From an optimization exercise on the open Yosys and OpenROAD flow, aimed at small area; shortcuts taken in it are not production practice. At most, simulation tests tie the RTL to the original design; equivalence was not proved. The RTL of runs 2 and 3 was laid out without a check of its function. Power and IR drop assume default switching activity.

===== flow/config.mk =====
export PLATFORM = sky130hd
export DESIGN_NAME = programmer
export DESIGN_NICKNAME = programmer
export VERILOG_FILES = /design/flow/design.v
export SDC_FILE = /design/flow/constraint.sdc
export NUM_CORES = 4
export LEC_CHECK = 0
export CAP_MARGIN = 20
export CORE_MARGIN = 2
export CORE_UTILIZATION = 40
export SLEW_MARGIN = 20

===== flow/constraint.sdc =====
create_clock -name core_clock -period 8.0 [get_ports {sys_clk}]
set_input_delay 1.6000 -clock core_clock [delete_from_list [all_inputs] [get_ports {sys_clk}]]
set_output_delay 1.6000 -clock core_clock [all_outputs]
set_load 0.01 [all_outputs]

===== flow/design.v =====
module programmer (
	input 			sys_clk,
	input 			sys_nrst,
	input 			MISO,
	output			MOSI,
	output			SCK,
	output 			NSS,
	input [15:0] 	command,
	input 			out_fifo_empty,
	input [15:0]	out_fifo_rd_data,
	output			out_fifo_rd_en,
	output reg 		program_done,
	output reg 		verify_done,
	output reg 		program_error,
	output reg 		spi_violation_err,
	output reg 		spi_process_err
);
reg			tx;			 
reg			wt;			 
reg			done;
reg			nss_r;
reg			sck_r;
reg			mosi_r;
reg [5:0]	clk_cnt;
reg [3:0]	bit_cnt;
reg [7:0]	sh;			 
assign NSS  = nss_r;
assign SCK  = sck_r | nss_r;
assign MOSI = mosi_r;
reg			spi_enable;
reg			spi_wr_req;
reg [15:0]	mem [0:15];
reg [4:0]	wp, rp;
reg			fifo_sync_rst;
reg			fifo_rd_req;
reg			fifo_wr_req;
wire		fifo_empty = (wp == rp);
wire		fifo_full  = (wp[4] != rp[4]) && (wp[3:0] == rp[3:0]);
wire		fifo_rd_en = fifo_rd_req & !fifo_empty;
wire		fifo_wr_en = fifo_wr_req & !fifo_full;
reg [15:0]	fifo_q;		 
integer		ri;
always @(*) begin
	fifo_q = 16'b0;
	for (ri = 0; ri < 16; ri = ri + 1)
		fifo_q = fifo_q | (mem[ri] & {16{rp[3:0] == ri}});
end
reg [3:0]	cr;			 
reg [2:0]	fst;
reg [2:0]	hs;			 
reg [15:0]	fb;			 
reg [32:0]	rem;		 
reg			ones;		 
reg [15:0]	crc;
reg [3:0]	crc_cnt;
reg [4:0]	ncomp;
reg [2:0]	kq;			 
reg [21:0]	q0, q1, q2, q3;	 
reg			out_fifo_rd_req;
reg			start_program;
assign out_fifo_rd_en = out_fifo_rd_req & !out_fifo_empty;
wire [15:0]	fifo_wr_data = (cr[1:0] == 2'b10) ? fb : 16'b0;
localparam	F_IDLE = 3'd0, F_READ = 3'd1, F_LOAD = 3'd2, F_CRC = 3'd3, F_WRITE = 3'd4;
localparam	H_W1 = 3'd0, H_W2 = 3'd1, H_W3 = 3'd2, H_CLO = 3'd3, H_CHI = 3'd4, H_CRC = 3'd5, H_DATA = 3'd6;
wire		crc_ok   = (crc == fb);
wire		rem_more = !rem[32] && ((|rem[31:3]) || (rem[2:0] == 3'd7));	 
reg [4:0]	ps;			 
reg [1:0]	pre;		 
reg [7:0]	cnt;		 
reg [1:0]	dc;			 
reg [15:0]	pb;			 
reg [4:0]	mc;			 
localparam	P_IDLE = 5'd0, P_ISCEN = 5'd1, P_ISCST = 5'd2, P_FINIT = 5'd3,
			P_CINIT = 5'd4, P_CSEL = 5'd5, P_CCHK = 5'd6, P_CSTART = 5'd7,
			P_CRDF = 5'd8, P_CSEND = 5'd9, P_CSET = 5'd10,
			P_DINIT = 5'd11, P_DCHKW = 5'd12, P_DCHKR = 5'd13, P_DSTW = 5'd14,
			P_DSTR = 5'd15, P_DSCMD = 5'd16, P_DSDUM = 5'd17, P_DRDUM = 5'd18,
			P_DRDF = 5'd19, P_DRDIG = 5'd20, P_ISCDIS = 5'd21, P_REL = 5'd22;
localparam	R_STEP = 2'd0, R_W1 = 2'd1, R_HWS = 2'd2, R_W2 = 2'd3;
wire		spi_free  = !tx & !spi_wr_req;
wire		wait_end  = cnt[7] & cnt[6] & cnt[3];	 
wire [7:0]	pb_byte   = cnt[0] ? pb[15:8] : pb[7:0];
reg			qshift;		 
always @(posedge sys_clk) begin
	if (nss_r) begin
		sck_r <= 1'b1;
		clk_cnt <= 0;
		mosi_r <= 0;
		bit_cnt <= 0;
	end
	else begin
		if (bit_cnt[3])
			bit_cnt <= 0;
		if (clk_cnt == 6'd47) begin
			clk_cnt <= 0;
			if (tx) begin
				sck_r <= !sck_r;
				if (sck_r)
					mosi_r <= sh[7];
				else begin
					sh <= {sh[6:0], MISO};
					bit_cnt <= bit_cnt + 1'b1;
				end
			end
		end
		else
			clk_cnt <= clk_cnt + 1'b1;
	end
	qshift = 1'b0;
	if (!sys_nrst) begin
		tx <= 0;
		wt <= 0;
		done <= 0;
		nss_r <= 1'b1;
		wp <= 0;
		rp <= 0;
		fifo_rd_req <= 0;
		fifo_wr_req <= 0;
		fst <= F_IDLE;
		spi_enable <= 0;
		spi_wr_req <= 0;
		cr <= 0;
		spi_violation_err <= 0;
		spi_process_err <= 0;
		program_error <= 0;
		verify_done <= 0;
		cnt <= 0;
		ps <= P_IDLE;
		pre <= R_STEP;
		program_done <= 0;
		start_program <= 0;
		fifo_sync_rst <= 0;
		out_fifo_rd_req <= 0;
	end
	else begin
		done <= 0;
		if (tx) begin
			if (bit_cnt[3]) begin
				tx <= 0;
				done <= 1'b1;
				wt <= spi_enable;
			end
		end
		else if (wt) begin
			if (spi_enable & spi_wr_req) begin
				wt <= 0;
				tx <= 1'b1;
			end
			else if (!spi_enable)
				wt <= 0;
		end
		else begin
			if (spi_enable) begin
				nss_r <= 0;
				if (spi_wr_req)
					tx <= 1'b1;
				else
					wt <= 1'b1;
			end
			else
				nss_r <= 1'b1;
		end
		if (fifo_sync_rst) begin
			wp <= 0;
			rp <= 0;
		end
		else begin
			if (fifo_wr_en)
				wp <= wp + 1'b1;
			if (fifo_rd_en)
				rp <= rp + 1'b1;
		end
		fifo_rd_req <= 0;
		fifo_wr_req <= 0;
		spi_wr_req <= 0;
		start_program <= 0;
		fifo_sync_rst <= 0;
		out_fifo_rd_req <= 0;
		if ((hs == H_CRC || hs == H_DATA) && kq != 3'd4) begin
			qshift = 1'b1;
			kq <= kq + 1'b1;
		end
		case (fst)
			F_IDLE: begin
				if (cr[3:1] != 0) begin
					hs <= H_W1;
					kq <= 0;
					crc <= 16'hffff;
					crc_cnt <= 0;
					fifo_sync_rst <= 1'b1;
					verify_done <= 0;
					fst <= F_READ;
				end
				else
					cr <= command[3:0];
			end
			F_READ: begin
				if (out_fifo_rd_en) begin
					fb <= out_fifo_rd_data;
					fst <= F_LOAD;
				end
				else
					out_fifo_rd_req <= 1'b1;
			end
			F_LOAD: begin
				fst <= F_CRC;
				if (hs[2:1] != 2'b00)
					rem[32:1] <= rem[32:1] - 1'b1;
				case (hs)
					H_W1: begin
						rem[15:0] <= fb;
						ones <= &fb;
						hs <= H_W2;
					end
					H_W2: begin
						rem[32:16] <= {1'b0, fb};
						ones <= ones & (&fb);
						hs <= H_W3;
					end
					H_W3: begin
						ncomp <= fb[4:0];
						hs <= (fb[4:0] == 0) ? H_CRC : H_CLO;
					end
					H_CLO: begin
						if (ncomp > 5'd4) begin
							cr <= 0;
							fst <= F_IDLE;
						end
						else begin
							qshift = 1'b1;
							kq <= kq + 1'b1;
							hs <= H_CHI;
						end
					end
					H_CHI: begin
						hs <= (kq == ncomp[2:0]) ? H_CRC : H_CLO;
					end
					H_CRC: begin
						if (!crc_ok) begin
							cr <= 0;
							fst <= F_IDLE;
						end
						else begin
							if (cr[2])
								start_program <= 1'b1;
							hs <= H_DATA;
						end
					end
					default: begin
						if (rem_more) begin
							if (cr[3] | cr[2])
								fst <= F_WRITE;
						end
						else begin
							if (cr[1] & crc_ok & !ones)
								verify_done <= 1'b1;
							cr <= 0;
							fst <= F_IDLE;
						end
					end
				endcase
			end
			F_CRC: begin
				crc_cnt <= crc_cnt + 1'b1;
				if (crc_cnt == 4'd15)
					fst <= F_READ;
				crc <= {1'b0, crc[15:1]} ^ ((crc[0] ^ fb[crc_cnt]) ? 16'h8408 : 16'h0000);
			end
			F_WRITE: begin
				if (fifo_wr_en)
					fst <= F_READ;
				else
					fifo_wr_req <= 1'b1;
			end
			default: ;
		endcase
		case (pre)
			R_W1, R_W2: begin
				if (wait_end) begin
					cnt <= 0;
					pre <= (pre == R_W1) ? R_HWS : R_STEP;
				end
				else
					cnt <= cnt + 1'b1;
			end
			R_HWS: begin
				if (!spi_enable) begin
					if (!tx) begin
						spi_enable <= 1'b1;
						spi_wr_req <= 1'b1;
						sh <= 8'h00;
					end
				end
				else if (done) begin
					spi_enable <= 0;
					if (sh[2] | sh[3]) begin
						spi_violation_err <= sh[2];
						spi_process_err <= sh[3];
						program_error <= 1'b1;
						ps <= P_IDLE;
						pre <= R_STEP;
					end
					else if (sh[1] & !sh[0])
						pre <= R_W2;
					else begin
						cnt <= 0;
						pre <= R_W1;
					end
				end
			end
			default: begin
				case (ps)
					P_IDLE: begin
						if (start_program) begin
							program_done <= 0;
							program_error <= 0;
							cnt <= 0;
							ps <= P_ISCEN;
							pre <= R_HWS;
						end
						else
							spi_enable <= 0;
					end
					P_ISCEN: begin
						if (!spi_enable) begin
							if (!tx) begin
								spi_enable <= 1'b1;
								spi_wr_req <= 1'b1;
								sh <= 8'h0B;
								cnt <= 8'd4;
							end
						end
						else if (done) begin
							if (cnt[2:0] != 0) begin
								cnt <= cnt - 1'b1;
								spi_wr_req <= 1'b1;
								sh <= {2'b00, cnt[0] & !cnt[1], 1'b0, cnt[0] & !cnt[1], 2'b00, cnt[2] | (cnt[0] & !cnt[1])};	 
							end
							else begin
								spi_enable <= 0;
								cnt <= 0;
								ps <= P_ISCST;
								pre <= R_W1;
							end
						end
					end
					P_ISCST: begin
						if (!spi_enable) begin
							if (!tx) begin
								spi_enable <= 1'b1;
								spi_wr_req <= 1'b1;
								sh <= 8'h01;
							end
						end
						else if (done) begin
							spi_enable <= 0;
							if (sh[0]) begin
								program_error <= 1'b1;
								ps <= P_IDLE;
							end
							else begin
								cnt <= 0;
								ps <= P_FINIT;
								pre <= R_W1;
							end
						end
					end
					P_FINIT: begin
						if (!spi_enable) begin
							if (!tx) begin
								spi_enable <= 1'b1;
								spi_wr_req <= 1'b1;
								sh <= 8'hAE;
								cnt <= 8'd1;
							end
						end
						else if (done) begin
							if (cnt[0]) begin
								cnt <= 0;
								spi_wr_req <= 1'b1;
								sh <= {6'b0, cr[3:2]};
							end
							else begin
								spi_enable <= 0;
								ps <= P_CINIT;
							end
						end
					end
					P_CINIT: ps <= P_CCHK;
					P_CSEL: begin
						qshift = 1'b1;
						mc <= mc - 1'b1;
						cnt <= 0;
						if (mc == 5'd1) begin
							ps <= P_ISCDIS;
							pre <= R_W1;
						end
						else
							ps <= P_CCHK;
					end
					P_CCHK: begin
						cnt <= 0;
						ps <= P_CSTART;
						pre <= R_W1;
					end
					P_CSTART: begin
						spi_enable <= 1'b1;
						spi_wr_req <= 1'b1;
						sh <= 8'hEE;
						cnt <= 0;
						ps <= P_CRDF;
					end
					P_CRDF, P_DRDF: begin
						if (fifo_rd_en) begin
							pb <= fifo_q;
							ps <= (ps == P_CRDF) ? P_CSEND : P_DRDIG;
						end
						else
							fifo_rd_req <= 1'b1;
					end
					P_CSEND: begin
						if (spi_free) begin
							spi_wr_req <= 1'b1;
							cnt <= cnt + 1'b1;
							sh <= pb_byte;
							if (cnt[0])
								ps <= (cnt[3:0] == 4'd15) ? P_CSET : P_CRDF;
						end
					end
					P_CSET: begin
						if (spi_free) begin
							spi_enable <= 0;
							q0 <= q0 - 1'b1;
							if (q0 == 22'd1) begin
								dc <= 0;
								ps <= P_DINIT;
							end
							else
								ps <= P_CCHK;
						end
					end
					P_DINIT: begin
						cnt <= 0;
						dc <= dc + 1'b1;
						ps <= (dc == 2'd3) ? P_CSEL : P_DCHKW;
					end
					P_DCHKW, P_DCHKR: begin
						cnt <= 0;
						ps <= (ps == P_DCHKW) ? P_DSTW : P_DSTR;
						pre <= R_W1;
					end
					P_DSTW, P_DSTR: begin
						spi_enable <= 1'b1;
						spi_wr_req <= 1'b1;
						sh <= (ps == P_DSTW) ? 8'hF2 : 8'h01;
						cnt <= 0;
						ps <= (ps == P_DSTW) ? P_DSCMD : P_DRDUM;
					end
					P_DSCMD: begin
						if (spi_free) begin
							spi_wr_req <= 1'b1;
							sh <= {6'b0, dc};
							ps <= P_DSDUM;
						end
					end
					P_DSDUM: begin
						if (spi_free) begin
							cnt <= cnt + 1'b1;
							if (cnt[3:0] == 4'd15) begin
								spi_enable <= 0;
								ps <= P_DCHKR;
							end
							else begin
								spi_wr_req <= 1'b1;
								sh <= 8'h00;
							end
						end
					end
					P_DRDUM: begin
						if (spi_free) begin
							spi_wr_req <= 1'b1;
							sh <= 8'h00;
							cnt <= cnt + 1'b1;
							if (dc[1] ? (cnt[2:0] == 3'd0) : (cnt[2:0] == 3'd4)) begin
								cnt <= 0;
								ps <= P_DRDF;
							end
						end
					end
					P_DRDIG: begin
						if (spi_free) begin
							cnt <= cnt + 1'b1;
							if (sh != pb_byte) begin
								spi_enable <= 0;
								program_error <= 1'b1;
								ps <= P_IDLE;
							end
							else if (cnt[0] &&
								((dc == 2'd1 && cnt[3:0] == 4'd11) ||
								 (dc == 2'd2 && cnt[3:0] == 4'd15) ||
								 (dc == 2'd3 && cnt[3:0] == 4'd3))) begin
								spi_enable <= 0;
								ps <= P_DINIT;
							end
							else begin
								spi_wr_req <= 1'b1;
								sh <= 8'h00;
								if (cnt[0])
									ps <= P_DRDF;
							end
						end
					end
					P_ISCDIS, P_REL: begin
						if (!spi_enable) begin
							if (spi_free) begin
								spi_enable <= 1'b1;
								spi_wr_req <= 1'b1;
								sh <= (ps == P_ISCDIS) ? 8'h0C : 8'h23;
							end
						end
						else if (done) begin
							spi_enable <= 0;
							if (ps == P_ISCDIS) begin
								cnt <= 0;
								ps <= P_REL;
								pre <= R_W1;
							end
							else begin
								program_done <= 1'b1;
								ps <= P_IDLE;
							end
						end
					end
					default: ;
				endcase
			end
		endcase
	end
	if (sys_nrst && fst == F_LOAD && hs == H_W3)
		mc <= fb[4:0];
	if (sys_nrst && qshift) begin
		q0 <= q1;
		q1 <= q2;
		q2 <= q3;
		q3 <= {6'b0, (fst == F_LOAD && hs == H_CLO) ? fb : 16'b0};
	end
	if (sys_nrst && fst == F_LOAD && hs == H_CHI)
		q3[21:16] <= fb[5:0];
	if (sys_nrst && !fifo_sync_rst && fifo_wr_en)
		mem[wp[3:0]] <= fifo_wr_data;
end
endmodule

===== flow/run.sh =====
#!/bin/bash
# synth_recipe.tcl (not shown) runs the flow's synth.tcl, then flattens the netlist and writes it again
# the make line also repeats each setting of config.mk as NAME=value (left out here)
make -C /OpenROAD-flow-scripts/flow DESIGN_CONFIG=/design/flow/config.mk WORK_HOME=/design/flow/orfs CLKGATE_MAP_FILE= SYNTH_SCRIPT=/design/flow/synth_recipe.tcl finish

==> run_results.csv, run 1 <==
group,metric,value,unit
synth,syn_area,0.02332,mm^2
cts,cts_inserted_buffers,53,
critical_path,path_class,"primary input to output port",
critical_path,worstPathRequired,6.40,ns
critical_path,r2r_cells,8,
synth,synth_nets,1958,
routing,drtIter0Drc,1524,
placement,place_ws,3.379,ns
global_routing,grt_max_degree,79,
routing,vias_per_cell,5.859,
synth,ys_seq_elements,516,
sta,timing.fmax,219.2,MHz
min_path,hold_class,"flop to flop",
floorplanning,core_area,0.05770,mm^2
critical_path,timing.rr.start,"cnt[0]$_SDFFE_PN0P_",
global_routing,antenna_found_initial,0,
synth,synthAdderAreaFrac,1.610,%
critical_path,r2r-end,"sh[5]$_DFF_P_",
pwr,switchingPower,1.723,mW
finish,final_cell_mix,"448 x edfxtp_1, 145 x nand2_1, 126 x nor2_1",
floorplanning,initial_core_util,40.42,%
synth,ys.flop_type,"edfxtp_1",
sta,tns,0,ns
synth,yosys.area.top_type,"edfxtp_1",
global_routing,grt_pass1_vias,15080,
cts,cts_hold_buf,0,
synth,synth_edf_count,448,
floorplanning,row_count,88,
pwr,p_int,4.803,mW
synth,yosysTopAreaCellShare,57.69,%
finish,antennaDiodeCount,0,
routing,wire_per_inst,22.59,um
pwr,powerDensity,247.7,mW/mm^2
synth,synth_area_leaders,"edfxtp_1 58%, dfxtp_1 5.8%, a221oi_1 2.5%",
floorplanning,io_pins,45,
routing,antenna_left,0,
routing,vias,15900,
sta,relSlewSlack,20.83,%
sta,fin_skew,0.04886,ns
sta,period_share,57.04,%
global_routing,grt_pass1_wl,92720,um
run,drv_cap,0,
cts,clock-root-buffer,"clkbuf_16",
routing,wl,61300,um
global_routing,track_usage,20.15,%
pwr,vdd_ir_drop_max,0.0001927,V
cts,cts.repair.resized,0,
floorplanning,die_w,245.4,um
sta,tightest_slew,1.188,ns
pwr,p_clk_share,38.9,%
critical_path,rrSetupSlack,4.25,ns
sta,setup_ws,3.437,ns
synth,yosys.area_share.simple,13.85,%
sta,rsz0062_at_grt,"false",
finish,syn_to_final_growth,13.00,%
placement,gp_congestion,0.9302,
global_routing,overflow,0,
min_path,whs_path_depth,0,
synth,syn_inst,1892,
floorplanning,fp.dieArea,0.06024,mm^2
min_path,hp-start,"q3[16]$_SDFFCE_PN0P_",
cts,path_clk_slew,0.06,ns
critical_path,slowest_delay,0.56,ns
synth,async_flop_share,0,%
critical_path,critPathSlowestCell,"clkdlybuf4s50_1",
synth,synth_seq_area_share,63.53,%
critical_path,worstSetupStartpointType,"primary input",
pwr,p_comb_share,12.8,%
critical_path,cp.arrival,2.96,ns
finish,mostFrequentLayoutCell,"edfxtp_1",
placement,port_buffers,32,
critical_path,crit_fanout,3,
routing,drt_pass1_iterations,7,
sta,setup_violations,0,
sta,period_minus_slack,4.563,ns
finish,drive_gt1_share,8.774,%
synth,yosys_warnings,1,
sta,hold_viol,0,
synth,synth_mux_area_share,1.320,%
critical_path,crit_chain,"clkdlybuf4s50_1 > nand2b_1 > inv_1 > clkdlybuf4s50_1",
floorplanning,die_h,245.4,um
routing,drcViolationCount,0,
pwr,seqPwrFrac,48.3,%
status,outcome,"no timing/DRC/antenna violations",
finish,nets,1975,
synth,yosysUniqueCellTypes,80,
synth,synthXorXnorAreaFrac,4.019,%
cts,insertion_delay,0.63,ns
synth,synth-compound-area-share,13.22,%
critical_path,crit_top_cell,"clkdlybuf4s50_1",
synth,postSynthAreaPerCell,12.32,um^2
cts,htreeDepth,2,
cts,clkSinkCount,516,
cts,post-cts-setup-buffer-count,0,
sta,slew_viol_final,0,
min_path,whs_endpoint,"q2[16]$_DFFE_PP_",
synth,synth_top_family_by_area,"simple AND/OR/NAND/NOR gates",
cts,ctsLongestPathBuffers,3,
critical_path,endpoint_kind,"output port",
cts,cts_tree,"yes",
pwr,p_sw_share,26.40,%
placement,dp_hpwl,38290,um
pwr,p_leak,8.377,nW
finish,fillers,5234,
-- registers in the layout, summed over array words and instances (netlist names), 6 cells and up --
| signal | flops |
|---|---|
| clk_cnt | 6 |
| cnt | 8 |
| crc | 16 |
| fb | 16 |
| mem | 256 |
| pb | 16 |
| q0 | 22 |
| q1 | 22 |
| q2 | 22 |
| q3 | 22 |
| rem | 33 |
| sh | 8 |
-- area by class of cell --
class                      instances  area, um^2  area share (%)
inverter                          39       147.6          0.5603
timing repair buffer              73       626.9           2.379
multi-input combinational       1226        8023           30.45
clock buffer                      65        1391           5.280
tap                              765       957.2           3.633
clock inverter                    30       389.1           1.477
sequential                       516       14810           56.22
-- power by group through the flow --
stage,combinational [mW],sequential (mW),clock (mW)
4_1_cts,0.824,3.15,2.58
3_5_place_dp,0.821,3.21,0
2_1_floorplan,0.600,3.15,0
3_3_place_gp,0.808,3.20,0
5_1_grt,0.915,3.16,2.68
6_report,0.838,3.15,2.54
-- through the flow --
stage | utilization, % | instance area, um^2 | std cells | power, mW | hold slack, ns
final | 45.67 | 26350 | 2714 | 6.526 | 0.4163
after floorplan | - | 23320 | 1892 | 3.748 | 0.4003
after CTS | 45.63 | 26330 | 2713 | 6.559 | 0.4194
after global placement | 42.52 | 24530 | 2617 | 4.012 | 0.4009
after detailed placement | 42.55 | 24550 | 2618 | 4.028 | 0.4045
after global routing | 45.67 | 26350 | 2714 | 6.763 | 0.4249
-- layer usage --
metal	global-route usage (%)	vias up	share of wire (%)
met3	2.925	119	6.6
met4	6.506	0	2.8
met2	32.29	608	46
met1	28.22	7898	44
met5	0	-	0
li1	-	7276	-
-- worst max-delay path by stage --
stage | from | to | cells past startpoint
3_3_place_gp | out_fifo_empty | out_fifo_rd_en | 4
5_1_grt | out_fifo_empty | out_fifo_rd_en | 4
6_report | out_fifo_empty | out_fifo_rd_en | 4
2_1_floorplan | sys_nrst | q0[0]$_DFFE_PP_ | 4
4_1_cts | out_fifo_empty | out_fifo_rd_en | 4
3_5_place_dp | sys_nrst | mem[0][1]$_DFFE_PP_ | 6
-- Yosys cell counts, types with 6 or more instances --
cell	instances
nor2_1	135
a22o_1	67
nand3_1	47
nor3_1	48
a21boi_0	7
nor4_1	24
o21ai_1	9
inv_1	37
ha_1	30
a211oi_1	8
or3_1	30
nand4_1	33
o211ai_1	10
buf_2	6
o21ai_0	100
nand2b_1	16
o22ai_1	8
and2_1	54
a31oi_1	7
nand2_1	145
nor3b_1	13
dfxtp_1	68
clkbuf_1	100
nor2b_1	25
o31ai_1	11
xor2_1	48
nand3b_1	6
or4_1	8
edfxtp_1	448
or2_2	11
a22oi_1	7
and3_1	12
a21oi_1	67
mux2i_1	15
a221oi_1	67
xnor2_1	59
-- cell families after synthesis --
| group | after synthesis |
|---|---|
| AOI/OAI and AO/OA | 436 |
| xor gates and xnor gates | 107 |
| adders and majority gates | 30 |
| buffers and inverters | 150 |
| DFF | 516 |
| muxes | 24 |
| and+or+nand+nor | 629 |
-- critical path, delay by kind of cell --
kind / cells / cell delay (ns)
buffers and inverters: 3 / 1.16
AND/OR/NAND/NOR: 1 / 0.20
==> run 2, diff against run 1 <==
--- a/flow/design.v
+++ b/flow/design.v
@@ -31,7 +31,6 @@
 reg			spi_wr_req;
 reg [15:0]	mem [0:15];
 reg [4:0]	wp, rp;
-reg			fifo_sync_rst;
 reg			fifo_rd_req;
 reg			fifo_wr_req;
 wire		fifo_empty = (wp == rp);
@@ -53,15 +52,16 @@
 reg			ones;		 
 reg [15:0]	crc;
 reg [3:0]	crc_cnt;
-reg [4:0]	ncomp;
+reg [4:0]	ncomp;		 
 reg [2:0]	kq;			 
 reg [21:0]	q0, q1, q2, q3;	 
 reg			out_fifo_rd_req;
-reg			start_program;
 assign out_fifo_rd_en = out_fifo_rd_req & !out_fifo_empty;
 wire [15:0]	fifo_wr_data = (cr[1:0] == 2'b10) ? fb : 16'b0;
 localparam	F_IDLE = 3'd0, F_READ = 3'd1, F_LOAD = 3'd2, F_CRC = 3'd3, F_WRITE = 3'd4;
 localparam	H_W1 = 3'd0, H_W2 = 3'd1, H_W3 = 3'd2, H_CLO = 3'd3, H_CHI = 3'd4, H_CRC = 3'd5, H_DATA = 3'd6;
+wire		fifo_sync_rst = (fst == F_READ) && (hs == H_W1) && !out_fifo_rd_req;
+wire		start_program = (fst == F_CRC) && (hs == H_DATA) && (crc_cnt == 4'd0) && cr[2];
 wire		crc_ok   = (crc == fb);
 wire		rem_more = !rem[32] && ((|rem[31:3]) || (rem[2:0] == 3'd7));	 
 reg [4:0]	ps;			 
@@ -69,7 +69,6 @@
 reg [7:0]	cnt;		 
 reg [1:0]	dc;			 
 reg [15:0]	pb;			 
-reg [4:0]	mc;			 
 localparam	P_IDLE = 5'd0, P_ISCEN = 5'd1, P_ISCST = 5'd2, P_FINIT = 5'd3,
 			P_CINIT = 5'd4, P_CSEL = 5'd5, P_CCHK = 5'd6, P_CSTART = 5'd7,
 			P_CRDF = 5'd8, P_CSEND = 5'd9, P_CSET = 5'd10,
@@ -128,8 +127,6 @@
 		ps <= P_IDLE;
 		pre <= R_STEP;
 		program_done <= 0;
-		start_program <= 0;
-		fifo_sync_rst <= 0;
 		out_fifo_rd_req <= 0;
 	end
 	else begin
@@ -173,8 +170,6 @@
 		fifo_rd_req <= 0;
 		fifo_wr_req <= 0;
 		spi_wr_req <= 0;
-		start_program <= 0;
-		fifo_sync_rst <= 0;
 		out_fifo_rd_req <= 0;
 		if ((hs == H_CRC || hs == H_DATA) && kq != 3'd4) begin
 			qshift = 1'b1;
@@ -187,7 +182,6 @@
 					kq <= 0;
 					crc <= 16'hffff;
 					crc_cnt <= 0;
-					fifo_sync_rst <= 1'b1;
 					verify_done <= 0;
 					fst <= F_READ;
 				end
@@ -241,8 +235,6 @@
 							fst <= F_IDLE;
 						end
 						else begin
-							if (cr[2])
-								start_program <= 1'b1;
 							hs <= H_DATA;
 						end
 					end
@@ -389,9 +381,9 @@
 					P_CINIT: ps <= P_CCHK;
 					P_CSEL: begin
 						qshift = 1'b1;
-						mc <= mc - 1'b1;
+						ncomp <= ncomp - 1'b1;
 						cnt <= 0;
-						if (mc == 5'd1) begin
+						if (ncomp == 5'd1) begin
 							ps <= P_ISCDIS;
 							pre <= R_W1;
 						end
@@ -536,8 +528,6 @@
 			end
 		endcase
 	end
-	if (sys_nrst && fst == F_LOAD && hs == H_W3)
-		mc <= fb[4:0];
 	if (sys_nrst && qshift) begin
 		q0 <= q1;
 		q1 <= q2;
--- a/flow/config.mk
+++ b/flow/config.mk
@@ -8,4 +8,5 @@
 export CAP_MARGIN = 20
 export CORE_MARGIN = 2
 export CORE_UTILIZATION = 40
+export CTS_BUF_LIST = sky130_fd_sc_hd__clkbuf_8
 export SLEW_MARGIN = 20
==> run 2 against run 1 <==
Against the previous run:
- still clean on timing, DRC and antenna
- sequential power grew 5%
- final cell count increased by 4.9%
- combinational power is 31% higher
- clock power decreased by 11%
- critical path type unchanged
- largest cell class unchanged
- highest routed layer unchanged
==> run_results.csv, run 2 <==
group,metric,value,unit
finish,nets,2085,
critical_path,worstPathRequired,6.40,ns
routing,drt_pass1_iterations,6,
sta,tns,0,ns
synth,postSynthAreaPerCell,11.98,um^2
synth,yosys.area.top_type,"edfxtp_1",
synth,synth_edf_count,443,
cts,cts_tree,"yes",
routing,vias_per_cell,5.824,
critical_path,path_class,"primary input to output port",
synth,synth-compound-area-share,12.72,%
min_path,hold_class,"flop to flop",
critical_path,worstSetupStartpointType,"primary input",
pwr,p_leak,8.616,nW
sta,period_minus_slack,4.522,ns
sta,setup_violations,0,
floorplanning,io_pins,45,
synth,yosys.area_share.simple,14.52,%
synth,yosysUniqueCellTypes,89,
synth,synth_area_leaders,"edfxtp_1 56%, dfxtp_1 5.6%, nand2_1 2.6%",
sta,period_share,56.52,%
cts,clock-root-buffer,"clkbuf_8",
synth,ys_top_cells_by_count,"443 x edfxtp_1, 161 x nand2_1, 152 x nor2_1",
synth,synthXorXnorAreaFrac,3.896,%
synth,synth_top_family_by_area,"simple AND/OR/NAND/NOR gates",
global_routing,track_usage,20.63,%
sta,timing.fmax,221.1,MHz
routing,wire_per_inst,22.10,um
placement,port_buffers,32,
cts,post-cts-setup-buffer-count,0,
finish,syn_to_final_growth,12.05,%
finish,final_cell_mix,"443 x edfxtp_1, 161 x nand2_1, 148 x nor2_1",
synth,synth_mux_area_share,2.560,%
synth,syn_inst,1970,
routing,antenna_left,0,
synth,yosysMostFrequentCell,"edfxtp_1",
sta,setup_ws,3.478,ns
synth,ys.flop_type,"edfxtp_1",
critical_path,crit_fanout,4,
routing,vias,16590,
sta,hold_viol,0,
cts,cts_inserted_buffers,84,
floorplanning,fp.dieArea,0.06097,mm^2
routing,drtIter0Drc,1785,
routing,drcViolationCount,0,
sta,relSlewSlack,23.63,%
cts,cts.repair.resized,0,
finish,drive_gt1_share,10.60,%
finish,fillers,5339,
placement,gp_congestion,0.9328,
placement,place_ws,3.482,ns
synth,synthAdderAreaFrac,1.739,%
pwr,powerDensity,251.5,mW/mm^2
floorplanning,die_w,246.9,um
finish,mostFrequentLayoutCell,"edfxtp_1",
synth,syn_area,0.02360,mm^2
critical_path,endpoint_kind,"output port",
floorplanning,initial_core_util,40.22,%
sta,slew_viol_final,0,
routing,wl,62940,um
global_routing,antenna_found_initial,0,
placement,dp_hpwl,40200,um
cts,clkSinkCount,509,
pwr,vdd_ir_drop_max,0.0001387,V
synth,synth_seq_area_share,61.96,%
floorplanning,row_count,89,
synth,yosysTopAreaCellShare,56.36,%
status,outcome,"no timing/DRC/antenna violations",
synth,synth_nets,2038,
synth,ys_seq_elements,509,
critical_path,cp.arrival,2.92,ns
global_routing,grt_pass1_wl,96610,um
cts,htreeDepth,3,
global_routing,overflow,0,
cts,cts_hold_buf,0,
synth,async_flop_share,0,%
cts,path_clk_slew,0.06,ns
floorplanning,core_area,0.05869,mm^2
run,drv_cap,0,
floorplanning,die_h,246.9,um
global_routing,grt_pass1_vias,16000,
cts,ctsLongestPathBuffers,3,
finish,largest_reg_flops,256,
sta,rsz0062_at_grt,"false",
synth,yosys_warnings,1,
critical_path,rrSetupSlack,4.50,ns
cts,insertion_delay,0.69,ns
global_routing,grt_max_degree,105,
sta,tightest_slew,1.145,ns
sta,fin_skew,0.05650,ns
finish,antennaDiodeCount,0,
[run 2: per-layer routing]
layer	global-route usage, %	vias to the layer above	share of wire, %
li1	-	7568	-
met3	3.538	132	7.0
met2	32.38	684	46
met4	7.034	0	2.8
met5	0	-	0
met1	28.93	8204	44
[run 2: worst paths after layout]
| path | cells after the start | start | to |
|---|---|---|---|
| setup reg to reg | 9 | rp[3]$_SDFFE_PP0P_ | mem[3][5]$_DFFE_PP_ |
| hold reg to reg | 0 | q3[1]$_SDFFCE_PN0P_ | q2[1]$_DFFE_PP_ |
| setup / recovery | 3 | out_fifo_empty | out_fifo_rd_en |
| hold / removal | 0 | q3[1]$_SDFFCE_PN0P_ | q2[1]$_DFFE_PP_ |
[run 2: worst max-delay path, stage by stage]
cell             delay, ns
clkdlybuf4s50_1       0.40
nor2b_1               0.31
clkdlybuf4s50_1       0.61
[run 2: through the flow]
step / instance area (um^2) / cells / hold WS (ns) / utilization [%] / power (mW)
detailed placement: 24800 / 2704 / 0.4045 / 42.25 / 4.437
finish: 26450 / 2848 / 0.4171 / 45.07 / 6.653
global route: 26450 / 2848 / 0.4253 / 45.07 / 6.948
global placement: 24790 / 2703 / 0.4036 / 42.23 / 4.413
floorplan: 23600 / 1970 / 0.4003 / - / 4.109
CTS: 26430 / 2848 / 0.4175 / 45.03 / 6.689
[run 2: final cells by class]
class,count,area (um^2),share of cell area (%)
clock buffers,92,1266,4.787
well taps,773,967.2,3.657
flip-flops and latches,509,14620,55.29
inverters,44,165.2,0.6244
multi-input cells,1306,8442,31.92
clock inverters,52,365.4,1.381
repair buffers,72,619.3,2.342
[run 2: cell families after synthesis]
kind of cell	after synthesis
AND/OR/NAND/NOR	678
XOR/XNOR	105
AO/OA/AOI/OAI	439
multiplexers	51
buffers and inverters	155
flip-flops	509
adder cells (fa/ha/maj)	33
[run 2: where the power goes]
part / switching [mW] / total [mW] / internal (mW)
sequential: 0.155 / 3.31 / 3.15
combinational: 0.723 / 1.10 / 0.373
clock: 1.06 / 2.25 / 1.19
total: 1.94 / 6.65 / 4.72
==> run 3, diff against run 2 <==
--- a/flow/config.mk
+++ b/flow/config.mk
@@ -8,5 +8,5 @@
 export CAP_MARGIN = 20
 export CORE_MARGIN = 2
 export CORE_UTILIZATION = 40
-export CTS_BUF_LIST = sky130_fd_sc_hd__clkbuf_8
+export CTS_BUF_LIST = sky130_fd_sc_hd__clkbuf_4
 export SLEW_MARGIN = 20
==> run 3 against run 2 <==
Against the previous run:
- final cell count increased by 2.9%
- worst setup slack got worse by 0.0037 ns
- sequential power about the same
- power decreased by 0.83%
- routed wire length increased by 0.34%
- count of clock-buffer cells in the layout increased by 99
- sequential cell count unchanged
- area after synthesis unchanged
- critical path depth unchanged
- utilization unchanged
- global-route usage increased by 0.37 points
==> run_results.csv, run 3 <==
group,metric,value,unit
global_routing,grt_pass1_vias,16420,
sta,setup_violations,0,
critical_path,slowest_delay,0.61,ns
floorplanning,core_area,0.05869,mm^2
critical_path,rrSetupSlack,4.46,ns
critical_path,cp.buffers_inverters,2,
synth,yosys_warnings,1,
global_routing,antenna_found_initial,2,
routing,vias_per_cell,5.771,
sta,timing.fmax,221.0,MHz
placement,gp_congestion,0.9328,
cts,cts_tree,"yes",
pwr,p_leak,8.652,nW
finish,final_cell_mix,"443 x edfxtp_1, 191 x clkbuf_4, 161 x nand2_1",
critical_path,path_class,"primary input to output port",
sta,slew_viol_final,0,
routing,drcViolationCount,0,
synth,postSynthAreaPerCell,11.98,um^2
cts,clkSinkCount,509,
cts,htreeDepth,4,
routing,vias,16910,
placement,port_buffers,32,
cts,cts_inserted_buffers,133,
floorplanning,fp.dieArea,0.06097,mm^2
routing,wire_per_inst,21.55,um
cts,cts_hold_buf,0,
placement,place_ws,3.482,ns
cts,ctsLongestPathBuffers,3,
synth,yosysTopAreaCellShare,56.36,%
synth,yosys.area.top_type,"edfxtp_1",
sta,setup_ws,3.474,ns
global_routing,track_usage,21.00,%
routing,wl,63150,um
critical_path,crit_end,"out_fifo_rd_en",
synth,synth_seq_area_share,61.96,%
routing,drt_pass1_iterations,6,
sta,rsz0062_at_grt,"false",
cts,clock-root-buffer,"clkbuf_4",
synth,synth_edf_count,443,
sta,period_minus_slack,4.526,ns
floorplanning,die_h,246.9,um
floorplanning,row_count,89,
synth,async_flop_share,0,%
min_path,hold_class,"flop to flop",
synth,synth_area_leaders,"edfxtp_1 56%, dfxtp_1 5.6%, nand2_1 2.6%",
synth,synth_nets,2038,
critical_path,crit_fanout,4,
critical_path,timing.rr.start,"rp[3]$_SDFFE_PP0P_",
sta,hold_viol,0,
floorplanning,io_pins,45,
critical_path,cp.arrival,2.93,ns
critical_path,path_depth,3,
finish,drive_gt1_share,14.82,%
synth,ys.flop_type,"edfxtp_1",
placement,dp_hpwl,40200,um
status,outcome,"no timing/DRC/antenna violations",
synth,ys_top_cells_by_count,"443 x edfxtp_1, 161 x nand2_1, 152 x nor2_1",
global_routing,overflow,0,
run,drv_cap,0,
critical_path,r2r_cells,9,
critical_path,critPathSlowestCell,"clkdlybuf4s50_1",
critical_path,r2r-end,"mem[3][14]$_DFFE_PP_",
synth,yosysMostFrequentCell,"edfxtp_1",
finish,mostFrequentLayoutCell,"edfxtp_1",
cts,cts.repair.resized,0,
critical_path,startpoint,"out_fifo_empty",
synth,syn_area,0.02360,mm^2
critical_path,crit_top_cell,"clkdlybuf4s50_1",
routing,antenna_left,0,
cts,path_clk_slew,0.06,ns
cts,insertion_delay,0.97,ns
critical_path,crit_chain,"clkdlybuf4s50_1 > nor2b_1 > clkdlybuf4s50_1",
finish,largest_reg_flops,256,
synth,yosysUniqueCellTypes,89,
critical_path,worstPathRequired,6.40,ns
global_routing,grt_pass1_wl,97430,um
sta,tightest_slew,1.133,ns
synth,ys_seq_elements,509,
floorplanning,die_w,246.9,um
floorplanning,initial_core_util,40.22,%
synth,syn_inst,1970,
sta,period_share,56.57,%
global_routing,grt_max_degree,105,
finish,syn_to_final_growth,12.05,%
critical_path,worstSetupStartpointType,"primary input",
critical_path,endpoint_kind,"output port",
finish,nets,2134,
critical_path,cp_top_family,"buffers and inverters",
pwr,powerDensity,249.4,mW/mm^2
sta,relSlewSlack,24.39,%
sta,tns,0,ns
sta,fin_skew,0.07030,ns
pwr,vdd_ir_drop_max,0.0001442,V
cts,post-cts-setup-buffer-count,0,
routing,drtIter0Drc,1791,
==> run 3: cell counts after synthesis <==
Identical to the previous run, type by type.
==> run 3: final cells by class <==
cell class	instances	area (um^2)
multi-input cells	1306	8442
clock buffers	191	1434
inverters	44	165.2
repair buffers	72	619.3
diodes	4	10.01
flip-flops and latches	509	14620
well taps	773	967.2
clock inverters	31	187.7
fillers	5390	32240
==> run 3: worst min-delay path by stage <==
| stage | from | endpoint | slack [ns] | cells past startpoint |
|---|---|---|---|---|
| after global placement | q2[5]$_DFFE_PP_ | q1[5]$_DFFE_PP_ | 0.40 | 0 |
| after detailed placement | q2[0]$_DFFE_PP_ | q1[0]$_DFFE_PP_ | 0.40 | 0 |
| after floorplan | q2[0]$_DFFE_PP_ | q1[0]$_DFFE_PP_ | 0.40 | 0 |
| final | q2[0]$_DFFE_PP_ | q1[0]$_DFFE_PP_ | 0.39 | 0 |
| after CTS | q2[0]$_DFFE_PP_ | q1[0]$_DFFE_PP_ | 0.37 | 0 |
| after global routing | q2[0]$_DFFE_PP_ | q1[0]$_DFFE_PP_ | 0.40 | 0 |
==> run 3: routing by layer <==
metal | track usage [%] | part of all wire (%) | up-vias
met5 | 0 | 0 | -
met2 | 32.42 | 46 | 730
li1 | - | - | 7741
met1 | 28.72 | 43 | 8310
met4 | 8.451 | 2.6 | 0
met3 | 4.634 | 8.0 | 128
==> run 3: report_power, final <==
group,switching [mW],internal [mW],leakage (nW)
logic,0.721,0.373,3.11
registers,0.154,3.15,4.57
clock network,1.07,1.13,0.972
total,1.94,4.65,8.65
==> run 3: per-stage QoR <==
| stage | instances | hold slack [ns] | power (mW) | util [%] | cell area (um^2) |
|---|---|---|---|---|---|
| 2_1_floorplan | 1970 | 0.4003 | 4.109 | - | 23600 |
| 3_3_place_gp | 2703 | 0.4036 | 4.413 | 42.23 | 24790 |
| 3_5_place_dp | 2704 | 0.4045 | 4.437 | 42.25 | 24800 |
| 4_1_cts | 2926 | 0.3745 | 6.653 | 45.02 | 26420 |
| 5_1_grt | 2928 | 0.4039 | 6.938 | 45.06 | 26440 |
| 6_report | 2930 | 0.3871 | 6.597 | 45.07 | 26450 |
==> run 3: cells by family after synthesis <==
family	synth area share, %
buf+inv	2.608
xor+xnor	3.896
flops	61.96
fa+ha+maj	1.739
mux	2.560
compound gates	12.72
simple gates	14.52
==> run 3: worst register-to-register path: cells and delay by family, from the launching register on <==
| kind | cells | cell delay [ns] |
|---|---|---|
| buffers and inverters | 3 | 0.95 |
| DFF | 1 | 0.30 |
| xor gates and xnor gates | 1 | 0.21 |
| and+or+nand+nor | 4 | 1.28 |
| AOI/OAI and AO/OA | 1 | 0.54 |
==> run 4, diff against run 3 <==
--- a/flow/design.v
+++ b/flow/design.v
@@ -37,12 +37,13 @@
 wire		fifo_full  = (wp[4] != rp[4]) && (wp[3:0] == rp[3:0]);
 wire		fifo_rd_en = fifo_rd_req & !fifo_empty;
 wire		fifo_wr_en = fifo_wr_req & !fifo_full;
+reg			fifo_zero;	 
 reg [15:0]	fifo_q;		 
 integer		ri;
 always @(*) begin
 	fifo_q = 16'b0;
 	for (ri = 0; ri < 16; ri = ri + 1)
-		fifo_q = fifo_q | (mem[ri] & {16{rp[3:0] == ri}});
+		fifo_q = fifo_q | (mem[ri] & {16{!fifo_zero && rp[3:0] == ri}});
 end
 reg [3:0]	cr;			 
 reg [2:0]	fst;
@@ -57,7 +58,6 @@
 reg [21:0]	q0, q1, q2, q3;	 
 reg			out_fifo_rd_req;
 assign out_fifo_rd_en = out_fifo_rd_req & !out_fifo_empty;
-wire [15:0]	fifo_wr_data = (cr[1:0] == 2'b10) ? fb : 16'b0;
 localparam	F_IDLE = 3'd0, F_READ = 3'd1, F_LOAD = 3'd2, F_CRC = 3'd3, F_WRITE = 3'd4;
 localparam	H_W1 = 3'd0, H_W2 = 3'd1, H_W3 = 3'd2, H_CLO = 3'd3, H_CHI = 3'd4, H_CRC = 3'd5, H_DATA = 3'd6;
 wire		fifo_sync_rst = (fst == F_READ) && (hs == H_W1) && !out_fifo_rd_req;
@@ -180,6 +180,7 @@
 				if (cr[3:1] != 0) begin
 					hs <= H_W1;
 					kq <= 0;
+					fifo_zero <= (cr[1:0] != 2'b10);
 					crc <= 16'hffff;
 					crc_cnt <= 0;
 					verify_done <= 0;
@@ -319,14 +320,14 @@
 								spi_enable <= 1'b1;
 								spi_wr_req <= 1'b1;
 								sh <= 8'h0B;
-								cnt <= 8'd4;
+								cnt <= 0;
 							end
 						end
 						else if (done) begin
-							if (cnt[2:0] != 0) begin
-								cnt <= cnt - 1'b1;
+							if (!cnt[2]) begin
+								cnt <= cnt + 1'b1;
 								spi_wr_req <= 1'b1;
-								sh <= {2'b00, cnt[0] & !cnt[1], 1'b0, cnt[0] & !cnt[1], 2'b00, cnt[2] | (cnt[0] & !cnt[1])};	 
+								sh <= {2'b00, cnt[1] & cnt[0], 1'b0, cnt[1] & cnt[0], 2'b00, cnt[1] ~^ cnt[0]};	 
 							end
 							else begin
 								spi_enable <= 0;
@@ -363,12 +364,12 @@
 								spi_enable <= 1'b1;
 								spi_wr_req <= 1'b1;
 								sh <= 8'hAE;
-								cnt <= 8'd1;
+								cnt <= 0;
 							end
 						end
 						else if (done) begin
-							if (cnt[0]) begin
-								cnt <= 0;
+							if (!cnt[0]) begin
+								cnt <= cnt + 1'b1;
 								spi_wr_req <= 1'b1;
 								sh <= {6'b0, cr[3:2]};
 							end
@@ -537,6 +538,6 @@
 	if (sys_nrst && fst == F_LOAD && hs == H_CHI)
 		q3[21:16] <= fb[5:0];
 	if (sys_nrst && !fifo_sync_rst && fifo_wr_en)
-		mem[wp[3:0]] <= fifo_wr_data;
+		mem[wp[3:0]] <= fb;
 end
 endmodule
--- a/flow/config.mk
+++ b/flow/config.mk
@@ -8,5 +8,7 @@
 export CAP_MARGIN = 20
 export CORE_MARGIN = 2
 export CORE_UTILIZATION = 40
-export CTS_BUF_LIST = sky130_fd_sc_hd__clkbuf_4
+export CTS_BUF_LIST = sky130_fd_sc_hd__clkbuf_16
+export CTS_CLUSTER_DIAMETER = 150
+export CTS_CLUSTER_SIZE = 20
 export SLEW_MARGIN = 20
==> run 4 against run 3 <==
Against the previous run:
- still clean
- largest cell class unchanged
- sequential share of layout area grew 1.8 points
- non-clock buffer count grew 15
- worst setup slack gained 0.026 ns
- clock power shrank about 30%
- clock skew shrank 0.042 ns
- sequential cell count grew 1
- global-route usage shrank 0.11 points
- register-to-register slack gained 0.10 ns
==> run_results.csv, run 4 <==
group,metric,value,unit
sta,hold_viol,0,
sta,fin_hold_ws,0.4224,ns
run,drv_cap,0,
routing,drt_pass1_iterations,5,
routing,antenna_left,0,
finish,mostFrequentLayoutCell,"edfxtp_1",
synth,postSynthAreaPerCell,12.32,um^2
cts,post-cts-setup-buffer-count,0,
placement,port_buffers,32,
pwr,p_int,3.995,mW
floorplanning,core_area,0.05781,mm^2
cts,cts_inserted_buffers,29,
sta,tightest_slew,1.164,ns
sta,slew_viol_final,0,
placement,dp.cells,2652,
floorplanning,row_count,88,
finish,fin_util,44.40,%
sta,setup_violations,0,
cts,ctsLongestPathBuffers,3,
sta,relSlewSlack,22.14,%
pwr,p_clk_share,28.6,%
floorplanning,initial_core_util,40.50,%
synth,yosys.area.top_type,"edfxtp_1",
routing,drtIter0Drc,1467,
pwr,powerDensity,211.4,mW/mm^2
synth,async_flop_share,0,%
cts,clock-root-buffer,"clkbuf_16",
routing,vias,15840,
cts,cts.repair.resized,0,
finish,antennaDiodeCount,0,
global_routing,grt_pass1_wl,96170,um
pwr,power,5.425,mW
pwr,vdd_ir_drop_max,0.0002015,V
finish,layoutNonFillerInstCount,2706,
finish,largest_reg_flops,256,
floorplanning,io_pins,45,
finish,drive_gt1_share,9.067,%
routing,vias_per_cell,5.854,
synth,synth_seq_area_share,62.59,%
placement,dp_hpwl,40320,um
global_routing,antenna_found_initial,2,
floorplanning,die_h,245.9,um
routing,wl,63500,um
placement,gp_congestion,0.9409,
critical_path,worstPathRequired,6.40,ns
cts,cts_tree,"yes",
sta,fin_skew,0.02854,ns
synth,syn_inst,1901,
synth,yosys_warnings,1,
cts,insertion_delay,0.62,ns
sta,period_minus_slack,4.500,ns
status,outcome,"no timing/DRC/antenna violations",
sta,timing.fmax,222.2,MHz
global_routing,grt_pass1_vias,15350,
synth,ys_top_cells_by_count,"444 x edfxtp_1, 179 x nor2_1, 138 x nand2_1",
synth,yosysUniqueCellTypes,101,
critical_path,worstSetupStartpointType,"primary input",
sta,tns,0,ns
pwr,p_sw_share,26.36,%
global_routing,grt_max_degree,70,
finish,nets,1986,
synth,yosysMostFrequentCell,"edfxtp_1",
critical_path,cp.arrival,2.90,ns
critical_path,path_class,"primary input to output port",
pwr,p_leak,8.094,nW
cts,cts_hold_buf,0,
critical_path,endpoint_kind,"output port",
cts,htreeDepth,1,
routing,drcViolationCount,0,
pwr,p_comb_share,13.0,%
min_path,hold_class,"flop to flop",
synth,synth_nets,1969,
pwr,switchingPower,1.430,mW
finish,syn_to_final_growth,9.614,%
synth,syn_area,0.02341,mm^2
cts,path_clk_slew,0.08,ns
floorplanning,die_w,245.9,um
global_routing,track_usage,20.89,%
synth,ys.flop_type,"edfxtp_1",
sta,period_share,56.25,%
floorplanning,fp.dieArea,0.06048,mm^2
critical_path,crit_fanout,4,
routing,wire_per_inst,23.47,um
synth,yosysTopAreaCellShare,56.95,%
sta,rsz0062_at_grt,"false",
synth,ys_seq_elements,510,
cts,clkSinkCount,510,
finish,fillers,5294,
synth,synth_area_leaders,"edfxtp_1 57%, dfxtp_1 5.6%, nor2_1 2.9%",
finish,final_cell_mix,"444 x edfxtp_1, 167 x nor2_1, 138 x nand2_1",
pwr,seqPwrFrac,58.3,%
synth,synth_edf_count,444,
global_routing,overflow,0,
-- run 4: cell count changes after synthesis, sizes merged, moves of 21 or more --
cell    previous run  this run
a22oi             56         5
nand2            161       138
clkbuf            91        70
a22o              23        66
a221oi            19        64
nor2             152       180
and2              55        30
-- run 4: routing by layer --
metal,track usage [%],vias to the layer above,share of wire (%)
li1,-,7283,-
met1,28.58,7942,44
met2,34.80,510,48
met3,2.881,107,5.8
met4,5.793,0,2.9
met5,0,-,0
-- run 4: area by class of cell --
class / instances / area [um^2] / area share, %
Clock inverter: 25 / 141.4 / 0.5509
Clock buffer: 29 / 725.7 / 2.828
Multi-Input combinational cell: 1253 / 8318 / 32.41
Inverter: 37 / 138.9 / 0.5412
Tap cell: 765 / 957.2 / 3.730
Sequential cell: 510 / 14650 / 57.10
Timing Repair Buffer: 87 / 728.2 / 2.837
-- run 4: power groups by stage --
| stage | logic [mW] | clock network (mW) | registers (mW) |
|---|---|---|---|
| after global placement | 0.688 | 0 | 3.22 |
| after global routing | 0.785 | 1.69 | 3.18 |
| after detailed placement | 0.702 | 0 | 3.23 |
| after CTS | 0.706 | 1.59 | 3.16 |
| after floorplan | 0.538 | 0 | 3.16 |
| final | 0.707 | 1.55 | 3.16 |
-- run 4: path summary, 6_finish.rpt --
kind	from	endpoint	slack, ns	cells after the start
min	q2[9]$_DFFE_PP_	q1[9]$_DFFE_PP_	0.42	0
max	out_fifo_empty	out_fifo_rd_en	3.50	4
min reg2reg	q2[9]$_DFFE_PP_	q1[9]$_DFFE_PP_	0.42	0
max reg2reg	pre[0]$_SDFFE_PN0P_	cnt[7]$_SDFFE_PN0P_	4.56	9
-- run 4: critical path: stages --
cell and delay (ns):
clkdlybuf4s50_1 0.41, nand2b_1 0.23, inv_1 0.11, clkdlybuf4s50_1 0.54
-- run 4: logic make-up (layout without fill, tap and decap cells) --
family | count (synthesis) | after routing | synth area share, %
muxes | 30 | 30 | 1.598
buffers and inverters | 138 | 178 | 2.453
AOI/OAI and AO/OA | 441 | 441 | 13.52
and+or+nand+nor | 644 | 644 | 14.14
adders and majority gates | 32 | 32 | 1.710
xor gates and xnor gates | 106 | 106 | 3.997
DFF | 510 | 510 | 62.59
-- run 4: metrics by stage --
| stage | instance area, um^2 | worst slack, ns |
|---|---|---|
| floorplan | 23410 | 3.428 |
| global placement | 24780 | 3.066 |
| detailed placement | 24780 | 3.066 |
| CTS | 25650 | 3.529 |
| global route | 25660 | 3.430 |
| finish | 25660 | 3.500 |
==> run 5, diff against run 4 <==
--- a/flow/config.mk
+++ b/flow/config.mk
@@ -10,5 +10,6 @@
 export CORE_UTILIZATION = 40
 export CTS_BUF_LIST = sky130_fd_sc_hd__clkbuf_16
 export CTS_CLUSTER_DIAMETER = 150
-export CTS_CLUSTER_SIZE = 20
+export CTS_CLUSTER_SIZE = 25
+export GPL_TIMING_DRIVEN = 0
 export SLEW_MARGIN = 20
==> run 5 against run 4 <==
Against the previous run:
- final cell count increased by 2.1%
- routed wire length is 11% higher
- synthesized cell count unchanged
- count of clock-buffer cells in the layout down 5
- critical path type is now primary input to flop
- largest cell class unchanged
==> run_results.csv, run 5 <==
group,metric,value,unit
synth,ys_top_cells_by_count,"444 x edfxtp_1, 179 x nor2_1, 138 x nand2_1",
floorplanning,die_h,245.9,um
finish,drive_gt1_share,8.212,%
finish,final_cell_mix,"444 x edfxtp_1, 164 x nor2_1, 138 x nand2_1",
sta,fin_skew,0.04266,ns
sta,tightest_slew,1.121,ns
cts,ctsLongestPathBuffers,3,
synth,ys.flop_type,"edfxtp_1",
status,outcome,"no timing/DRC/antenna violations",
sta,rsz0062_at_grt,"false",
synth,synth_nets,1969,
synth,syn_inst,1901,
routing,drtIter0Drc,1912,
min_path,hold_class,"flop to flop",
global_routing,grt_pass1_wl,104800,um
synth,yosysUniqueCellTypes,101,
sta,period_minus_slack,4.731,ns
sta,tns,0,ns
finish,regArea,0.01465,mm^2
pwr,powerDensity,206.7,mW/mm^2
placement,dp_hpwl,48000,um
global_routing,grt_pass1_vias,16040,
finish,mostFrequentLayoutCell,"edfxtp_1",
min_path,whs_path_depth,0,
synth,postSynthAreaPerCell,12.32,um^2
sta,setup_ws,3.269,ns
cts,cts.repair.resized,0,
routing,drt_pass1_iterations,5,
placement,port_buffers,32,
cts,clkSinkCount,510,
finish,largest_reg_flops,256,
finish,nets,2047,
routing,wire_per_inst,25.46,um
pwr,power,5.334,mW
critical_path,r2r_cells,9,
cts,path_clk_slew,0.10,ns
placement,place_ws,2.628,ns
sta,slew_viol_final,0,
placement,dp.cells,2718,
finish,layoutNonFillerInstCount,2763,
floorplanning,initial_core_util,40.50,%
routing,vias,16530,
cts,cts_tree,"yes",
routing,vias_per_cell,5.983,
finish,multi_input_area,0.008338,mm^2
cts,clock-root-buffer,"clkbuf_16",
routing,antenna_left,0,
finish,fillers,5244,
placement,gp_congestion,0.9887,
cts,cts_inserted_buffers,24,
critical_path,worstSetupStartpointType,"primary input",
critical_path,worstPathRequired,8.43,ns
pwr,p_leak,8.093,nW
sta,hold_viol,0,
synth,async_flop_share,0,%
sta,timing.fmax,211.4,MHz
synth,syn_area,0.02341,mm^2
synth,ys_seq_elements,510,
cts,insertion_delay,0.63,ns
sta,setup_violations,0,
synth,yosysTopAreaCellShare,56.95,%
critical_path,path_class,"primary input to flop",
floorplanning,row_count,88,
synth,yosys_warnings,1,
synth,yosys.area.top_type,"edfxtp_1",
finish,fin_util,44.64,%
routing,wl,70340,um
run,drv_cap,0,
critical_path,cp.arrival,5.17,ns
synth,synth_seq_area_share,62.59,%
finish,syn_to_final_growth,10.21,%
floorplanning,die_w,245.9,um
global_routing,antenna_found_initial,2,
synth,yosysMostFrequentCell,"edfxtp_1",
synth,synth_edf_count,444,
pwr,vdd_ir_drop_max,0.0001829,V
global_routing,overflow,0,
floorplanning,core_area,0.05781,mm^2
cts,htreeDepth,1,
global_routing,track_usage,23.23,%
sta,period_share,59.14,%
floorplanning,fp.dieArea,0.06048,mm^2
routing,drcViolationCount,0,
sta,relSlewSlack,25.01,%
cts,post-cts-setup-buffer-count,0,
critical_path,crit_fanout,61,
floorplanning,io_pins,45,
global_routing,grt_max_degree,62,
cts,cts_hold_buf,0,
critical_path,endpoint_kind,"flop",
synth,synth_area_leaders,"edfxtp_1 57%, dfxtp_1 5.6%, nor2_1 2.9%",
-- run 5: report_power, final --
group | switching (mW) | total (mW) | internal [mW]
clock network | 0.846 | 1.41 | 0.561
registers | 0.0955 | 3.13 | 3.04
logic | 0.512 | 0.795 | 0.282
-- run 5: final timing paths --
path	slack, ns	start	endpoint
max	3.27	sys_nrst	q0[15]$_DFFE_PP_
min	0.42	q3[19]$_SDFFCE_PN0P_	q2[19]$_DFFE_PP_
max reg2reg	4.44	ps[2]$_SDFFE_PN0P_	q0[15]$_DFFE_PP_
min reg2reg	0.42	q3[19]$_SDFFCE_PN0P_	q2[19]$_DFFE_PP_
-- run 5: area by class of cell --
type	count	area share, %
Antenna cell	1	0.009698
Buffer	101	1.702
Clock buffer	24	2.328
Clock inverter	20	0.4316
Inverter	37	0.5383
Multi-Input combinational cell	1253	32.32
Sequential cell	510	56.79
Tap cell	765	3.710
Timing Repair Buffer	52	2.172
-- run 5: routing by layer --
metal,vias to the layer above,track usage (%),share of wire [%]
li1,7403,-,-
met1,8305,30.65,41
met2,686,39.64,49
met3,136,3.274,6.8
met4,0,7.094,3.2
met5,-,0,0
-- run 5: logic make-up (layout without fill, tap and decap cells) --
family	Yosys count	after routing	synth area share, %
mux	30	30	1.598
xor+xnor	106	106	3.997
fa+ha+maj	32	32	1.710
compound gates	441	441	13.52
simple gates	644	644	14.14
flops	510	510	62.59
other cells	0	1	0
buf+inv	138	234	2.453
-- run 5: worst max-delay path, stage by stage --
cell	delay [ns]
clkdlybuf4s50_1	0.90
clkinv_1	0.69
a31oi_1	0.64
clkbuf_1	0.46
clkbuf_4	0.35
buf_16	0.27
nand2_1	0.12
o21ai_0	0.08
-- run 5: metrics by stage --
step / cell area, um^2 / hold WS [ns]
final: 25800 / 0.4238
after global routing: 25800 / 0.4261
after CTS: 25790 / 0.4219
after detailed placement: 25080 / 0.4045
after global placement: 24690 / 0.4024
after floorplan: 23410 / 0.4003
==> run 6, diff against run 5 <==
--- a/flow/config.mk
+++ b/flow/config.mk
@@ -11,5 +11,4 @@
 export CTS_BUF_LIST = sky130_fd_sc_hd__clkbuf_16
 export CTS_CLUSTER_DIAMETER = 150
 export CTS_CLUSTER_SIZE = 25
-export GPL_TIMING_DRIVEN = 0
 export SLEW_MARGIN = 20
==> run 6 against run 5 <==
Against the previous run:
- die area unchanged
- largest cell class unchanged
- synthesized cell count unchanged
- highest routed layer unchanged
- via count shrank 4.1%
- area after synthesis unchanged
- critical path depth decreased by 4
- critical endpoint is now out_fifo_rd_en
- count of clock-buffer cells in the layout is the same
- still clean
- clock power is essentially flat
- sequential share of layout area is 0.65 points higher
- register-to-register slack gained 0.15 ns
==> run_results.csv, run 6 <==
group,metric,value,unit
synth,yosysTopAreaCellShare,56.95,%
global_routing,track_usage,20.82,%
synth,syn_area,0.02341,mm^2
synth,ys_seq_elements,510,
routing,vias_per_cell,5.881,
sta,period_minus_slack,4.502,ns
routing,drtIter0Drc,1556,
critical_path,cp.buffers_inverters,3,
finish,drive_gt1_share,8.856,%
synth,synth_area_leaders,"edfxtp_1 57%, dfxtp_1 5.6%, nor2_1 2.9%",
status,outcome,"no timing/DRC/antenna violations",
floorplanning,initial_core_util,40.50,%
critical_path,worstSetupStartpointType,"primary input",
routing,antenna_left,0,
floorplanning,fp.dieArea,0.06048,mm^2
sta,slew_viol_final,0,
cts,insertion_delay,0.61,ns
cts,htreeDepth,1,
critical_path,path_class,"primary input to output port",
sta,timing.fmax,222.1,MHz
floorplanning,row_count,88,
routing,wl,63430,um
routing,vias,15860,
critical_path,slowest_delay,0.54,ns
floorplanning,core_area,0.05781,mm^2
sta,fin_skew,0.03924,ns
pwr,p_leak,7.999,nW
pwr,power,5.264,mW
pwr,powerDensity,206.3,mW/mm^2
routing,drcViolationCount,0,
critical_path,cp.arrival,2.90,ns
critical_path,crit_top_cell,"clkdlybuf4s50_1",
placement,port_buffers,32,
run,drv_cap,0,
cts,cts_hold_buf,0,
floorplanning,die_w,245.9,um
sta,fin_hold_ws,0.4250,ns
synth,async_flop_share,0,%
cts,cts.repair.resized,0,
synth,syn_inst,1901,
finish,nets,1981,
floorplanning,io_pins,45,
synth,yosysMostFrequentCell,"edfxtp_1",
synth,yosysUniqueCellTypes,101,
global_routing,grt_max_degree,70,
cts,clkSinkCount,510,
placement,place_area,0.02478,mm^2
synth,postSynthAreaPerCell,12.32,um^2
placement,dp_hpwl,40320,um
synth,ys.flop_type,"edfxtp_1",
critical_path,worstPathRequired,6.40,ns
sta,setup_violations,0,
routing,wire_per_inst,23.53,um
cts,path_clk_slew,0.09,ns
finish,mostFrequentLayoutCell,"edfxtp_1",
critical_path,rrSetupSlack,4.59,ns
cts,clock-root-buffer,"clkbuf_16",
critical_path,crit_chain,"clkdlybuf4s50_1 > nand2b_1 > inv_1 > clkdlybuf4s50_1",
pwr,vdd_ir_drop_max,0.0001692,V
global_routing,antenna_found_initial,2,
placement,gp_congestion,0.9409,
synth,synth_nets,1969,
critical_path,critPathSlowestCell,"clkdlybuf4s50_1",
cts,ctsLongestPathBuffers,3,
routing,drt_pass1_iterations,6,
synth,synth_edf_count,444,
sta,hold_viol,0,
finish,syn_to_final_growth,8.962,%
global_routing,overflow,0,
critical_path,cp_top_family,"buffers and inverters",
sta,tns,0,ns
sta,rsz0062_at_grt,"false",
critical_path,crit_fanout,4,
cts,post-cts-setup-buffer-count,0,
synth,synth_seq_area_share,62.59,%
sta,relSlewSlack,22.32,%
sta,tightest_slew,1.161,ns
global_routing,grt_pass1_vias,15250,
finish,largest_reg_flops,256,
finish,antennaDiodeCount,0,
synth,ys_top_cells_by_count,"444 x edfxtp_1, 179 x nor2_1, 138 x nand2_1",
global_routing,grt_pass1_wl,95900,um
floorplanning,die_h,245.9,um
critical_path,endpoint_kind,"output port",
sta,period_share,56.28,%
synth,yosys.area.top_type,"edfxtp_1",
cts,cts_inserted_buffers,24,
cts,cts_tree,"yes",
finish,design_area,0.02551,mm^2
finish,final_cell_mix,"444 x edfxtp_1, 167 x nor2_1, 138 x nand2_1",
min_path,hold_class,"flop to flop",
synth,yosys_warnings,1,
[run 6: cell counts after synthesis]
Identical to the previous run, type by type.
[run 6: stage by stage]
step / utilization, % / instances / setup slack [ns]
after CTS: 44.11 / 2696 / 3.529
after detailed placement: 42.87 / 2652 / 3.066
final: 44.13 / 2696 / 3.498
after global placement: 42.87 / 2652 / 3.066
after floorplan: - / 1901 / 3.428
after global routing: 44.13 / 2696 / 3.430
[run 6: cell type report]
type	count	area, um^2
Inverter	37	138.9
Sequential cell	510	14650
Clock inverter	20	113.9
Timing Repair Buffer	87	728.2
Fill cell	5280	32290
Multi-Input combinational cell	1253	8318
Tap cell	765	957.2
Clock buffer	24	600.6
[run 6: routing by layer]
layer,routed length (um),track usage [%],up-vias
li1,-,-,7271
met2,30500,34.79,527
met5,0,0,-
met1,27460,28.53,7957
met4,1615,5.348,0
met3,3862,2.936,100
[run 6: worst paths after layout]
check,cells after the start,endpoint,start
worst max-delay path,4,out_fifo_rd_en,out_fifo_empty
worst min-delay path,0,q1[8]$_DFFE_PP_,q2[8]$_DFFE_PP_
worst max register to register,9,cnt[7]$_SDFFE_PN0P_,pre[0]$_SDFFE_PN0P_
worst min register to register,0,q1[8]$_DFFE_PP_,q2[8]$_DFFE_PP_
[run 6: cells by family after synthesis]
logic type / count (synthesis) / share of synthesized area [%]
XOR/XNOR: 106 / 3.997
AO/OA/AOI/OAI: 441 / 13.52
adder cells (fa/ha/maj): 32 / 1.710
buffers and inverters: 138 / 2.453
flip-flops: 510 / 62.59
AND/OR/NAND/NOR: 644 / 14.14
multiplexers: 30 / 1.598
[run 6: power breakdown]
part	switching [mW]	internal [mW]
logic	0.446	0.261
registers	0.127	3.04
clock network	0.832	0.561

## separate check: timing with driven ports
No port has a modelled driver above. Below, the same layouts with a new extraction and two added sets of constraints. Step 1 (the two cells are an assumption about what drives the block):
set clk [get_ports {sys_clk}]
set_driving_cell -lib_cell sky130_fd_sc_hd__clkbuf_16 $clk
set_driving_cell -lib_cell sky130_fd_sc_hd__buf_2 [delete_from_list [all_inputs] $clk]
Step 2 adds t to the input delays and takes it off the output delays; t is the mean of the earliest and latest rising clock arrival at the registers after step 1. Input paths then give back, and output paths get back, about the clock's delay inside the block. Slacks: ideal / step 1 / step 2; pairs: ideal / step 1.
run | t, ns | slack for setup (ns) | latest minus earliest clock arrival (ns)
run 1 | 0.660 | 3.437 / 3.417 / 3.417 | 0.051 / 0.050
run 2 | 0.718 | 3.478 / 3.455 / 3.455 | 0.062 / 0.062
run 3 | 0.993 | 3.474 / 3.451 / 3.451 | 0.074 / 0.075
run 4 | 0.668 | 3.500 / 3.477 / 3.308 | 0.032 / 0.032
run 5 | 0.667 | 3.269 / 3.302 / 2.635 | 0.046 / 0.046
run 6 | 0.657 | 3.498 / 3.475 / 3.289 | 0.039 / 0.039
After both steps setup and hold are still met in every run listed. The setup slack of run 5, which loses most, moves by +0.033 ns with the drivers and by -0.634 ns with both steps.
